Source: an optimization exercise on an open RTL-to-GDS flow (aim: small area, a short achievable clock period and few clock cycles per item). Production flows keep margins and buffers that such runs may drop. At most, simulation tests tie the RTL to the original design; equivalence was not proved.

==> violet <==
## rsa_key
module rsa_key #(parameter WIDTH = 6) (
    input                    clk,
    input                    rst_n,
    input                    in_valid,
    output                   in_ready,
    input  [WIDTH-1:0]       IN_P,
    input  [WIDTH-1:0]       IN_Q,
    input  [WIDTH*2-1:0]     IN_E,
    output reg               out_valid,
    output reg [WIDTH*2-1:0] OUT_N,
    output reg [WIDTH*2-1:0] OUT_D
);
assign in_ready = 1'b1;
reg v0;
reg [5:0] p0, q0;
reg [11:0] e0;
always @(posedge clk or negedge rst_n)
    if (~rst_n) v0 <= 1'b0; else v0 <= in_valid;
always @(posedge clk) begin p0 <= IN_P; q0 <= IN_Q; e0 <= IN_E; end
wire [11:0] c_N, c_Eu, c_A0, c_B0;
rsa_prep u_prep (.p(p0), .q(q0), .N(c_N), .Eu(c_Eu));
rsa_cneg #(.W(12)) u_na (.x(c_Eu), .n(c_Eu[11]), .y(c_A0));
rsa_cneg #(.W(12)) u_nb (.x(e0), .n(e0[11]), .y(c_B0));
wire        c_sp0 = ~(c_Eu[11] ^ e0[11]);
wire [10:0] c1_Bw = c_B0;
wire [10:0] c2_A;
wire c3_q;
rsa_rrow #(.K(10), .W(11)) u_d0_k10 (.R(c_A0), .B(c1_Bw), .en((|c_B0 & ~|c_B0[11:1])), .RO(c2_A), .qo(c3_q));
wire [10:0] c4_Bw = c_B0;
wire [10:0] c5_A;
wire c6_q;
rsa_rrow #(.K(9), .W(11)) u_d0_k9 (.R(c2_A), .B(c4_Bw), .en((|c_B0 & ~|c_B0[11:2])), .RO(c5_A), .qo(c6_q));
wire [10:0] c7_Bw = c_B0;
wire [10:0] c8_A;
wire c9_q;
rsa_rrow #(.K(8), .W(11)) u_d0_k8 (.R(c5_A), .B(c7_Bw), .en((|c_B0 & ~|c_B0[11:3])), .RO(c8_A), .qo(c9_q));
wire [10:0] c10_Bw = c_B0;
wire [10:0] c11_A;
wire c12_q;
rsa_rrow #(.K(7), .W(11)) u_d0_k7 (.R(c8_A), .B(c10_Bw), .en((|c_B0 & ~|c_B0[11:4])), .RO(c11_A), .qo(c12_q));
wire [10:0] c13_Bw = c_B0;
wire [10:0] c14_A;
wire c15_q;
rsa_rrow #(.K(6), .W(11)) u_d0_k6 (.R(c11_A), .B(c13_Bw), .en((|c_B0 & ~|c_B0[11:5])), .RO(c14_A), .qo(c15_q));
wire [10:0] c16_Bw = c_B0;
wire [10:0] c17_A;
wire c18_q;
rsa_rrow #(.K(5), .W(11)) u_d0_k5 (.R(c14_A), .B(c16_Bw), .en((|c_B0 & ~|c_B0[11:6])), .RO(c17_A), .qo(c18_q));
wire [10:0] c19_Bw = c_B0;
wire [10:0] c20_A;
wire c21_q;
rsa_rrow #(.K(4), .W(11)) u_d0_k4 (.R(c17_A), .B(c19_Bw), .en((|c_B0 & ~|c_B0[11:7])), .RO(c20_A), .qo(c21_q));
wire [10:0] c22_Bw = c_B0;
wire [10:0] c23_A;
wire c24_q;
rsa_rrow #(.K(3), .W(11)) u_d0_k3 (.R(c20_A), .B(c22_Bw), .en((|c_B0 & ~|c_B0[11:8])), .RO(c23_A), .qo(c24_q));
wire [10:0] c25_Bw = c_B0;
wire [10:0] c26_A;
wire c27_q;
  ...
clock: 210.0 ns
lec_check: 0
abc_area: 1
cap_margin: 20
core_margin: 2
core_utilization: 40
slew_margin: 20
run.sh (not shown) runs the stock make flow with config.mk's settings and CLKGATE_MAP_FILE= SYNTH_SCRIPT=/design/flow/synth_recipe.tcl, a recipe that flattens the netlist after the stock synthesis.
==> inputs of willow, as changes to violet <==
- CTS_CLUSTER_DIAMETER: default -> 60
- CTS_CLUSTER_SIZE: default -> 40
==> inputs of maple, as changes to violet <==
- CTS_CLUSTER_DIAMETER: default -> 80
- CTS_CLUSTER_SIZE: default -> 30
==> comparison table <==
quantity                                               maple          violet          willow
Outcome                                       finished clean  finished clean  finished clean
Crit share post-route                                 20.67%          20.67%          20.69%
Max_slew headroom                                     41.60%          41.74%          41.73%
Total detailed-routing wirelength                   68.20 mm        68.93 mm        68.46 mm
Final Net Count                                         4239            4254            4243
Global-route track usage on met1                      23.67%          23.67%          23.57%
Via-per-instance ratio                                 4.822           4.822           4.820
Worst-Skew Late Latency                               560 ps          560 ps          580 ps
M3 GR Usage                                           1.877%          2.322%          1.959%
TritonCTS buffer count                                    21              36              25
Worst reg-to-reg setup slack                       169030 ps       169040 ps       169020 ps
Worst Tran Pin Value                                872.8 ps        870.7 ps        870.8 ps
Non-Filler Cell Area, Final                      0.03346 mm²     0.03401 mm²     0.03377 mm²
End of the critical path                            OUT_N[6]        OUT_D[2]        OUT_D[2]
Startpoint of the tightest hold check path             s2_sp       s2_Eu[11]         s3_N[4]
Total met2 wirelength after detailed routing        33.63 mm        33.82 mm        33.41 mm
Global-route wire length before repair              116.7 mm        117.7 mm        116.8 mm
Final critical-path required period                 43400 ps        43400 ps        43440 ps
Synthesis-to-finish area growth                       7.665%          9.420%          8.655%
Vias in the first global route                        22.89k          23.10k          22.91k
Number of clock buffers in the layout                     21              42              26
No run of this note included a check of the RTL's function; only the layout flow was run.

* * *

==> inputs of cedar <==
Another version of the RTL of rsa_key (not shown whole).
==> module rsa_rrowx, before the edit <==
module rsa_rrowx #(parameter K = 0, parameter W = 12) (
    input  [W-1:0]  R, B,
    input           en,
    output [W-1:0]  RO,
    output          qo
);
    localparam WR = W - K;
    wire [WR:0]   c;
    wire [WR-1:0] ro;
    assign c[0] = 1'b1;
    wire q = en & c[WR];
    assign qo = q;
    genvar j;
    generate for (j = 0; j < WR; j = j + 1) begin : bt
        wire x = R[K+j];
        wire y = ~B[j];
        assign c[j+1] = (x ^ y) ? c[j] : x;
        assign ro[j]  = x ^ (q & (y ^ c[j]));
    end endgenerate
    generate if (K == 0) begin : k0
        assign RO = ro;
    end else begin : kn
        assign RO = {ro, R[K-1:0]};
    end endgenerate
endmodule
==> flow/config.mk <==
export PLATFORM = sky130hd
export DESIGN_NAME = rsa_key
export DESIGN_NICKNAME = rsa_key
export VERILOG_FILES = /design/flow/design.v
export SDC_FILE = /design/flow/constraint.sdc
export NUM_CORES = 4
export LEC_CHECK = 0
export ABC_AREA = 1
export CAP_MARGIN = 20
export CORE_MARGIN = 2
export CORE_UTILIZATION = 40
export CTS_CLUSTER_DIAMETER = 80
export CTS_CLUSTER_SIZE = 30
export SLEW_MARGIN = 20
==> flow/constraint.sdc <==
create_clock -name core_clock -period 210.0 [get_ports {clk}]
set_input_delay 42.0000 -clock core_clock [delete_from_list [all_inputs] [get_ports {clk}]]
set_output_delay 42.0000 -clock core_clock [all_outputs]
set_load 0.01 [all_outputs]
standard.sh (not shown) runs the stock make flow with config.mk's settings and CLKGATE_MAP_FILE= SYNTH_SCRIPT=/design/flow/synth_recipe.tcl, a recipe that flattens the netlist after the stock synthesis.
==> flow/flow/run.sh <==
#!/bin/bash
set -o pipefail
export BUFFER_PORTS_ARGS="-buffer_cell sky130_fd_sc_hd__buf_2"
export SYNTH_ARGS="-noabc"
plat=$(make -s -C "$FLOW_HOME" DESIGN_CONFIG="$PWD/config.mk" WORK_HOME="$PWD/orfs" print-DONT_USE_CELLS 2>print_dont_use.log | sed -n 's/^DONT_USE_CELLS: //p')
if [ -z "$plat" ]; then echo "could not read the platform's DONT_USE_CELLS" >&2; exit 1; fi
dont_use="$plat sky130_fd_sc_hd__ha_1 sky130_fd_sc_hd__ha_2 sky130_fd_sc_hd__ha_4"
echo "DONT_USE_CELLS=$dont_use" > dont_use.txt
bash standard.sh "DONT_USE_CELLS=$dont_use" finish > standard.log 2>&1
status=$?
tail -20 standard.log
exit $status
==> fjord (differences from cedar) <==
--- a/flow/design.v
+++ b/flow/design.v
@@ -152,31 +152,6 @@
         assign XO = {s, X[2*I-1:0]};
     end endgenerate
 endmodule
-module rsa_rrowx #(parameter K = 0, parameter W = 12) (
-    input  [W-1:0]  R, B,
-    input           en,
-    output [W-1:0]  RO,
-    output          qo
-);
-    localparam WR = W - K;
-    wire [WR:0]   c;
-    wire [WR-1:0] ro;
-    assign c[0] = 1'b1;
-    wire q = en & c[WR];
-    assign qo = q;
-    genvar j;
-    generate for (j = 0; j < WR; j = j + 1) begin : bt
-        wire x = R[K+j];
-        wire y = ~B[j];
-        assign c[j+1] = (x ^ y) ? c[j] : x;
-        assign ro[j]  = x ^ (q & (y ^ c[j]));
-    end endgenerate
-    generate if (K == 0) begin : k0
-        assign RO = ro;
-    end else begin : kn
-        assign RO = {ro, R[K-1:0]};
-    end endgenerate
-endmodule
 module rsa_key #(parameter WIDTH = 6) (
     input                    clk,
     input                    rst_n,
==> flow/run.sh (new file) <==
#!/bin/bash
# synth_recipe.tcl (not shown) runs the flow's synth.tcl, then flattens the netlist and writes it again
# the make line also repeats each setting of config.mk as NAME=value (left out here)
make -C /OpenROAD-flow-scripts/flow DESIGN_CONFIG=/design/flow/config.mk WORK_HOME=/design/flow/orfs CLKGATE_MAP_FILE= SYNTH_SCRIPT=/design/flow/synth_recipe.tcl finish
removed: flow/flow/run.sh
removed: flow/standard.sh
==> ember (differences from cedar) <==
--- a/flow/design.v
+++ b/flow/design.v
@@ -152,31 +152,6 @@
         assign XO = {s, X[2*I-1:0]};
     end endgenerate
 endmodule
-module rsa_rrowx #(parameter K = 0, parameter W = 12) (
-    input  [W-1:0]  R, B,
-    input           en,
-    output [W-1:0]  RO,
-    output          qo
-);
-    localparam WR = W - K;
-    wire [WR:0]   c;
-    wire [WR-1:0] ro;
-    assign c[0] = 1'b1;
-    wire q = en & c[WR];
-    assign qo = q;
-    genvar j;
-    generate for (j = 0; j < WR; j = j + 1) begin : bt
-        wire x = R[K+j];
-        wire y = ~B[j];
-        assign c[j+1] = (x ^ y) ? c[j] : x;
-        assign ro[j]  = x ^ (q & (y ^ c[j]));
-    end endgenerate
-    generate if (K == 0) begin : k0
-        assign RO = ro;
-    end else begin : kn
-        assign RO = {ro, R[K-1:0]};
-    end endgenerate
-endmodule
 module rsa_key #(parameter WIDTH = 6) (
     input                    clk,
     input                    rst_n,
==> flow/flow/run.sh (replaced) <==
#!/bin/bash
set -o pipefail
export BUFFER_PORTS_ARGS="-buffer_cell sky130_fd_sc_hd__buf_2"
export SYNTH_ARGS="-noabc"
bash standard.sh > standard.log 2>&1
status=$?
tail -20 standard.log
exit $status
==> notes <==
cedar finished clean. fjord produced a clean layout. ember went through all stages and came out clean. Of ember and fjord, fjord has the higher count of clock-buffer cells in the layout (gap 1). Critical path depth is the same in ember and fjord. In ember the non-clock buffer count is higher than in fjord, by 9. The highest first-iteration DRC count belongs to cedar, the lowest to fjord. In cedar the clock skew is lower than in ember, by 0.012 ns. Utilization, lowest first: fjord, ember, cedar. Synthesized cell count: cedar is lower than fjord (about 5%). Maximum frequency, highest first: cedar, ember, fjord.
Testbench counts of cedar, summed over its fixed seeds: cycles 2,448, items 2,400.
Testbench counts of fjord, summed over its fixed seeds: cycles 2,448, items 2,400.
Testbench counts of ember, summed over its fixed seeds: cycles 2,448, items 2,400.

-- port drivers added, routing unchanged --
Ports are ideal in the flow. The routed layouts listed here were re-timed in OpenROAD.
Step 1 (the two cells are an assumption about what drives the block):
set clk [get_ports {clk}]
set_driving_cell -lib_cell sky130_fd_sc_hd__clkbuf_16 $clk
set_driving_cell -lib_cell sky130_fd_sc_hd__buf_2 [delete_from_list [all_inputs] $clk]
Step 2 adds t to the input delays and takes it off the output delays; t is the mean of the earliest and latest rising clock arrival at the registers after step 1. Input paths then give back, and output paths get back, about the clock's delay inside the block.
a / b / c = ideal / step 1 / step 2; a / b = the first two.
run | shift t [ns] | slack for setup (ns) | worst register clock-pin slew, ns
violet | 0.609 | 166.601 / 166.540 / 167.149 | 0.07 / 0.07
willow | 0.615 | 166.560 / 166.502 / 167.118 | 0.13 / 0.13
maple | 0.603 | 166.597 / 166.538 / 167.140 | 0.11 / 0.11
cedar | 0.612 | 166.980 / 166.920 / 167.532 | 0.11 / 0.11
fjord | 0.613 | 166.565 / 166.498 / 167.111 | 0.10 / 0.10
ember | 0.633 | 166.960 / 166.900 / 167.532 | 0.11 / 0.11
After both steps every run listed still meets setup and hold.
